Background: an optimization exercise with open tools, aiming at a short achievable clock period and few clock cycles. Do not read the settings as production practice.
The RTL was checked by simulation tests, not by an equivalence proof against the original design.
Power is estimated from default activity; no workload was simulated.

<file path="design/flow/design.v">
`timescale 1ns / 1ps
module CPU(
clk,
reset,
imem_addr,
imem_data,
wb_en, wb_reg, wb_data,
st_en, st_addr, st_data
);
input clk,reset;
output wire [31:0] imem_addr;
input wire [31:0] imem_data;
output reg wb_en;
output reg [4:0] wb_reg;
output reg [31:0] wb_data;
output reg st_en;
output reg [5:0] st_addr;
output reg [31:0] st_data;
localparam [5:0] OP_R = 6'b000000, OP_LW = 6'b100011, OP_SW = 6'b101011,
                 OP_BEQ = 6'b000100, OP_J = 6'b000010, OP_ADDI = 6'b001000;
reg [31:0] rf [0:31];
reg [31:0] dmem [0:63];
reg  [9:0] pc;
assign imem_addr = {20'd0, pc, 2'b00};
wire [31:0] inst = imem_data;
wire [9:0]  pcp1 = pc + 10'd1;
wire        f_j  = (inst[31:26] == OP_J);
wire        f_pt = (inst[31:26] == OP_BEQ) & ((inst[25:21] == inst[20:16]) | inst[15]);
wire [9:0]  f_bt = pcp1 + inst[9:0];
wire       redirect;
wire [9:0] redirect_pc;
always @(posedge clk or posedge reset)
	if (reset)
		pc <= 10'd0;
	else if (redirect)
		pc <= redirect_pc;
	else if (f_j)
		pc <= inst[9:0];
	else if (f_pt)
		pc <= f_bt;
	else
		pc <= pcp1;
reg        d_valid;
reg [31:0] d_inst;
reg [9:0]  d_pcp1;
reg        d_pt;
always @(posedge clk or posedge reset)
	if (reset)
		d_valid <= 1'b0;
	else
		d_valid <= ~redirect;
always @(posedge clk) begin
	d_inst <= inst;
	d_pcp1 <= pcp1;
	d_pt   <= f_pt;
end
wire [5:0]  d_op = d_inst[31:26];
wire [4:0]  d_rs = d_inst[25:21];
wire [4:0]  d_rt = d_inst[20:16];
wire [4:0]  d_rd = d_inst[15:11];
wire [5:0]  d_fn = d_inst[5:0];
wire [31:0] d_imm = {{16{d_inst[15]}}, d_inst[15:0]};
wire d_is_r    = (d_op == OP_R);
wire d_is_addi = (d_op == OP_ADDI);
wire d_is_lw   = (d_op == OP_LW);
wire d_is_sw   = (d_op == OP_SW);
wire d_is_beq  = (d_op == OP_BEQ);
wire d_writes  = d_is_r | d_is_addi | d_is_lw;
wire [4:0] d_wreg = d_is_r ? d_rd : d_rt;
wire d_useimm  = d_is_addi | d_is_lw | d_is_sw;
reg        e_valid;
reg        e_writes;
reg [4:0]  e_wreg;
wire [31:0] d_a = (wb_en && wb_reg == d_rs) ? wb_data : rf[d_rs];
wire [31:0] d_b = (wb_en && wb_reg == d_rt) ? wb_data : rf[d_rt];
wire d_fwd_a = e_valid & e_writes & (e_wreg == d_rs);
wire d_fwd_b = e_valid & e_writes & (e_wreg == d_rt);
reg        e_is_sw, e_is_beq, e_is_lw, e_pt;
reg        e_fwd_a, e_fwd_b, e_fwd_bi;
reg [31:0] e_a, e_b, e_bi, e_imm;
reg [5:0]  e_addr_nf;
reg [4:0]  e_sh;
reg        e_sub, e_sel_arith, e_sel_and, e_sel_or, e_sel_slt, e_sel_sll;
reg [9:0]  e_alt;
always @(posedge clk or posedge reset)
	if (reset)
		e_valid <= 1'b0;
	else
		e_valid <= d_valid & ~redirect;
always @(posedge clk) begin
	e_writes    <= d_writes;
	e_wreg      <= d_wreg;
	e_is_sw     <= d_is_sw;
	e_is_lw     <= d_is_lw;
	e_is_beq    <= d_is_beq;
	e_pt        <= d_pt;
	e_fwd_a     <= d_fwd_a;
	e_fwd_b     <= d_fwd_b;
	e_fwd_bi    <= d_fwd_b & ~d_useimm;
	e_a         <= d_a;
	e_b         <= d_b;
	e_bi        <= d_useimm ? d_imm : d_b;
	e_imm       <= d_imm;
	e_addr_nf   <= d_a[5:0] + d_imm[5:0];
	e_sh        <= d_inst[10:6];
	e_sub       <= d_is_r & (d_fn == 6'b100010);
	e_sel_arith <= ~d_is_r | (d_fn == 6'b100000) | (d_fn == 6'b100010);
	e_sel_and   <= d_is_r & (d_fn == 6'b100100);
	e_sel_or    <= d_is_r & (d_fn == 6'b100101);
	e_sel_slt   <= d_is_r & (d_fn == 6'b101010);
	e_sel_sll   <= d_is_r & (d_fn == 6'b000000);
	e_alt       <= d_pt ? d_pcp1 : d_pcp1 + d_inst[9:0];
end
wire [31:0] x_a  = e_fwd_a  ? wb_data : e_a;
wire [31:0] x_b  = e_fwd_b  ? wb_data : e_b;
wire [31:0] x_bi = e_fwd_bi ? wb_data : e_bi;
wire [31:0] x_sum = e_sub ? x_a - x_bi : x_a + x_bi;
wire        x_lt  = x_a < x_bi;
wire [31:0] x_sll = x_bi << e_sh;
wire        x_eq  = (x_a == x_bi);
wire [5:0]  x_addr = e_fwd_a ? wb_data[5:0] + e_imm[5:0] : e_addr_nf;
wire [31:0] x_ld   = (st_en && st_addr == x_addr) ? st_data : dmem[x_addr];
wire [31:0] x_res = e_is_lw ? x_ld :
	({32{e_sel_arith}} & x_sum) |
	({32{e_sel_and}} & (x_a & x_bi)) |
	({32{e_sel_or}} & (x_a | x_bi)) |
	({32{e_sel_slt}} & {31'd0, x_lt}) |
	({32{e_sel_sll}} & x_sll);
assign redirect    = e_valid & e_is_beq & (x_eq != e_pt);
assign redirect_pc = e_alt;
always @(posedge clk or posedge reset)
	if (reset) begin
		wb_en <= 1'b0;
		st_en <= 1'b0;
	end else begin
		wb_en <= e_valid & e_writes;
		st_en <= e_valid & e_is_sw;
	end
always @(posedge clk) begin
	wb_reg  <= e_wreg;
	wb_data <= x_res;
	st_addr <= x_addr;
	st_data <= x_b;
end
always @(posedge clk) begin
	if (wb_en)
		rf[wb_reg] <= wb_data;
	if (st_en)
		dmem[st_addr] <= st_data;
end
endmodule
</file>
<file path="design/flow/run.sh">
#!/bin/bash
# synth_recipe.tcl (not shown) runs the flow's synth.tcl, then flattens the netlist and writes it again
# the make line also repeats each setting of config.mk as NAME=value (left out here)
make -C /OpenROAD-flow-scripts/flow DESIGN_CONFIG=/design/flow/config.mk WORK_HOME=/design/flow/orfs CLKGATE_MAP_FILE= SYNTH_SCRIPT=/design/flow/synth_recipe.tcl finish
</file>
<file path="design/flow/config.mk">
export PLATFORM = sky130hd
export DESIGN_NAME = CPU
export DESIGN_NICKNAME = CPU
export VERILOG_FILES = /design/flow/design.v
export SDC_FILE = /design/flow/constraint.sdc
export NUM_CORES = 4
export LEC_CHECK = 0
export CAP_MARGIN = 20
export CORE_MARGIN = 2
export CORE_UTILIZATION = 40
export SETUP_SLACK_MARGIN = 0.8
export SLEW_MARGIN = 20
</file>
<file path="design/flow/constraint.sdc">
create_clock -name core_clock -period 14.0 [get_ports {clk}]
set_input_delay 2.8000 -clock core_clock [delete_from_list [all_inputs] [get_ports {clk}]]
set_output_delay 2.8000 -clock core_clock [all_outputs]
set_load 0.01 [all_outputs]
</file>
==> impl_metrics.ini <==
[worst_setup_path]
crit_chain = buf_4, ha_1, fa_1, mux2i_4, buf_4, inv_8, buf_12, buf_4, nand2_1, and3_1, a311oi_1, a31oi_1, a21oi_1, a2111oi_0, o21ai_0, o311a_1
cp.arrival_ns = 7.54
worst_path_most_repeated_cell = buf_4
cp_slowest_stage_delay_ns = 0.95
timing.rr.end = wb_data[9]
crit_path_end = wb_data[9]
r2r-start = wb_data[0]
start_kind = flip-flop
worstSetupPathType = reg2reg
slowest_stage = a21oi_1
worstPathRequired_ns = 14.84
crit_path_end_kind = flip-flop
reg2reg_depth = 16
startpoint = wb_data[0]
crit_fanout = 153
rrSetupSlack_ns = 7.31

[logic_synthesis]
ys.flop_type = edfxtp_1
avgSynthCellArea_um2 = 14.2
ys_warn_count = 1
ys_seq_area_frac = 0.674
yosysTopAreaCell = edfxtp_1
async_flop_share = 0.00418
ys_seq_elements = 3346
synthTopCellsByArea = edfxtp_1 64%, mux4_2 10%, nand2_1 5.9%
yosysMostFrequentCell = edfxtp_1
netlist_area_mm2 = 0.145
synth_cell_type_count = 78
netlist.area_leader.share = 0.635
synth_edf_count = 3072
synth_commonest_cells = 3072 x edfxtp_1, 2265 x nand2_1, 751 x nand3_1
synth_cells = 10200

[min_path]
hold_class = reg2reg
hold_path.startpoint = d_inst[10]

[place]
gp_congestion = 0.917
post-dp-hpwl_um = 277000
port_buffers = 120

[power_and_ir_drop]
switchingPower_mw = 8.69
leakage_nw = 54.6
power.density_mw_per_mm2 = 167
seq_power_share = 0.437
combPwrFrac = 0.223
clockPowerShare = 0.340
vdd_drop_max_uv = 132
intPower_mw = 18.8
switching_share = 0.317

[floorplan]
initial_core_util = 0.401
dieWidth_um = 606
io_pins = 143
die_y_um = 606
dieArea_mm2 = 0.368
row_count = 221
coreArea_mm2 = 0.362

[layout]
fillCellCount = 31500
reg_top3 = dmem x2048, rf x1024
area.growth.synth_to_final_pct = 13.1
layout-drive-gt1-share = 0.164
largest_reg_flops = 2048
final_util = 0.454
top_register = dmem
final_net_count = 10400

[timing]
slew_headroom = 0.0542
fin_skew_ns = 0.105
fmax_mhz = 149
setup_tns_ns = 0
setup_viol = 0
report.final.slew_viol_count = 0
rsz0062_at_grt = false
holdWs_ns = 0.353
post-route-min-period_ns = 6.69
worst-slew-pin-transition_ns = 1.42
hold_viol = 0
timing.final.crit_share = 0.478

[drt]
finalWirelength_um = 482000
num_vias = 93900
drcViolationCount = 0
avgViaCountPerCell = 6.11
first_iter_violations = 13000
wl_per_cell_um = 31.4
dr.pass1.iters = 8
postRouteAntennaNets = 0

[cts]
post-cts-setup-buffers = 0
clock_latency_ns = 0.95
clk_pin_slew_ns = 0.07
holdBufCountCts = 0
cts_buffer_depth = 4
post_cts_resized = 0
numCtsBuffers = 353
clk_root_buffer_cell = clkbuf_16
h-tree-depth = 5
tritoncts = built
cts_sinks = 3346

[grt]
first_global_vias = 91000
grt_overflow_total = 0
grt_max_degree = 154
grt_pass1_wl_um = 678000
grt_antenna_before_repair = 26
grt.total_usage = 0.257

[outcome]
status = no timing/DRC/antenna violations

[run]
cap_viol_max_count = 0
==> cell families (layout without fill, tap and decap cells) <==
group                      after synthesis  count (layout)  share of synthesized area
and+or+nand+nor                       3746            3746                      0.111
DFF                                   3346            3346                      0.674
AOI/OAI and AO/OA                     1118            1118                     0.0529
muxes                                  899             899                      0.120
buffers and inverters                  884            1208                     0.0251
adders and majority gates              140             140                     0.0124
xor gates and xnor gates                85              85                    0.00518
other                                    1              42                  0.0000258
==> cell type report <==
type,instances,area [um^2],share of cell area
diodes,20,50.0,0.000305
clock buffers,459,9580,0.0583
clock inverters,185,1800,0.0109
inverters,149,579,0.00353
multi-input cells,6010,44600,0.272
flip-flops and latches,3346,97900,0.596
well taps,4794,6000,0.0365
repair buffers,415,3690,0.0225
==> cell usage in the layout, fill, tap and decap left out, types with 30 or more instances in the layout <==
cell | netlist | routed
nand2_1 | 2265 | 2265
a31oi_1 | 48 | 48
mux2_2 | 71 | 71
a21oi_1 | 231 | 230
clkinv_2 | 0 | 57
xor2_1 | 31 | 31
inv_1 | 140 | 140
nor3_1 | 94 | 88
mux2i_1 | 164 | 164
and3_1 | 217 | 215
mux4_2 | 662 | 662
ha_1 | 134 | 134
a311oi_1 | 382 | 382
clkbuf_16 | 0 | 361
nand3_1 | 751 | 751
clkbuf_1 | 375 | 80
nor2_4 | 0 | 96
edfxtp_1 | 3072 | 3072
dfxtp_2 | 0 | 47
clkdlybuf4s50_1 | 0 | 120
o21ai_0 | 265 | 259
buf_4 | 25 | 272
nor2_1 | 280 | 184
xnor2_1 | 53 | 53
bufinv_16 | 0 | 30
clkinv_1 | 2 | 67
dfxtp_1 | 260 | 202
==> per-layer routing <==
metal / vias up / wire length (um) / GRT usage
met4: 10 / 22300 / 0.106
met2: 5250 / 221000 / 0.401
met5: - / 62 / 0
li1: 39100 / - / -
met1: 48500 / 188000 / 0.348
met3: 1037 / 50700 / 0.0592
==> metrics by stage <==
stage / std cells / setup slack, ns / instance area [um^2] / power [mW]
final: 15400 / 7.31 / 164000 / 27.4
after floorplan: 10200 / 9.21 / 145000 / 15.4
after global routing: 15400 / 7.31 / 164000 / 28.3
after CTS: 15400 / 7.60 / 164000 / 27.4
after global placement: 14700 / 7.74 / 153000 / 18.1
after detailed placement: 14700 / 7.67 / 153000 / 18.2
==> power by group through the flow <==
stage | Clock (mW) | Sequential [mW] | Combinational (mW)
final | 9.34 | 12.0 | 6.11
after global routing | 9.80 | 12.0 | 6.47
after CTS | 9.43 | 12.0 | 6.01
after detailed placement | 0 | 12.2 | 5.99
after global placement | 0 | 12.2 | 5.89
after floorplan | 0 | 12.4 | 3.03
==> worst max-delay path, delay by kind of cell, from the launching register on <==
family / cells / cell delay (ns)
simple gates: 2 / 0.30
mux: 1 / 0.08
flops: 1 / 0.30
fa+ha+maj: 2 / 0.78
buf+inv: 5 / 2.20
compound gates: 6 / 2.47
==> worst min path at each step <==
stage	end	slack (ns)	depth (start not counted)
after floorplan	e_sh[4]	0.33	0
after global placement	e_sh[4]	0.34	0
after detailed placement	e_sh[4]	0.34	0
after CTS	e_sh[4]	0.35	0
after global routing	e_sh[4]	0.36	0
final	e_sh[4]	0.35	0
Testbench counts, summed over its fixed seeds: cycles 33,771.

separate check: timing with driven ports:
The results above use ideal ports. As a check the final layout listed here was re-extracted and re-timed, cells and wires unchanged.
Step 1, drivers: a clkbuf_16 drives clk and a buf_2 each remaining input, both assumed.
Step 2 times the ports against the registers' clock, not the clock port: input delays grow and output delays shrink by t, the midpoint of the rising clock arrivals with the driver on.
Three values: ideal ports, drivers, drivers and shift; two values: the first two.
shift t [ns]: 1.001
slack for setup (ns): 7.306 / 7.306 / 7.306
latest minus earliest clock arrival (ns): 0.107 / 0.106
After both steps this run still meets setup and hold. For this run, drivers alone change the setup slack by 0.000 ns; drivers and shift together by 0.000 ns.
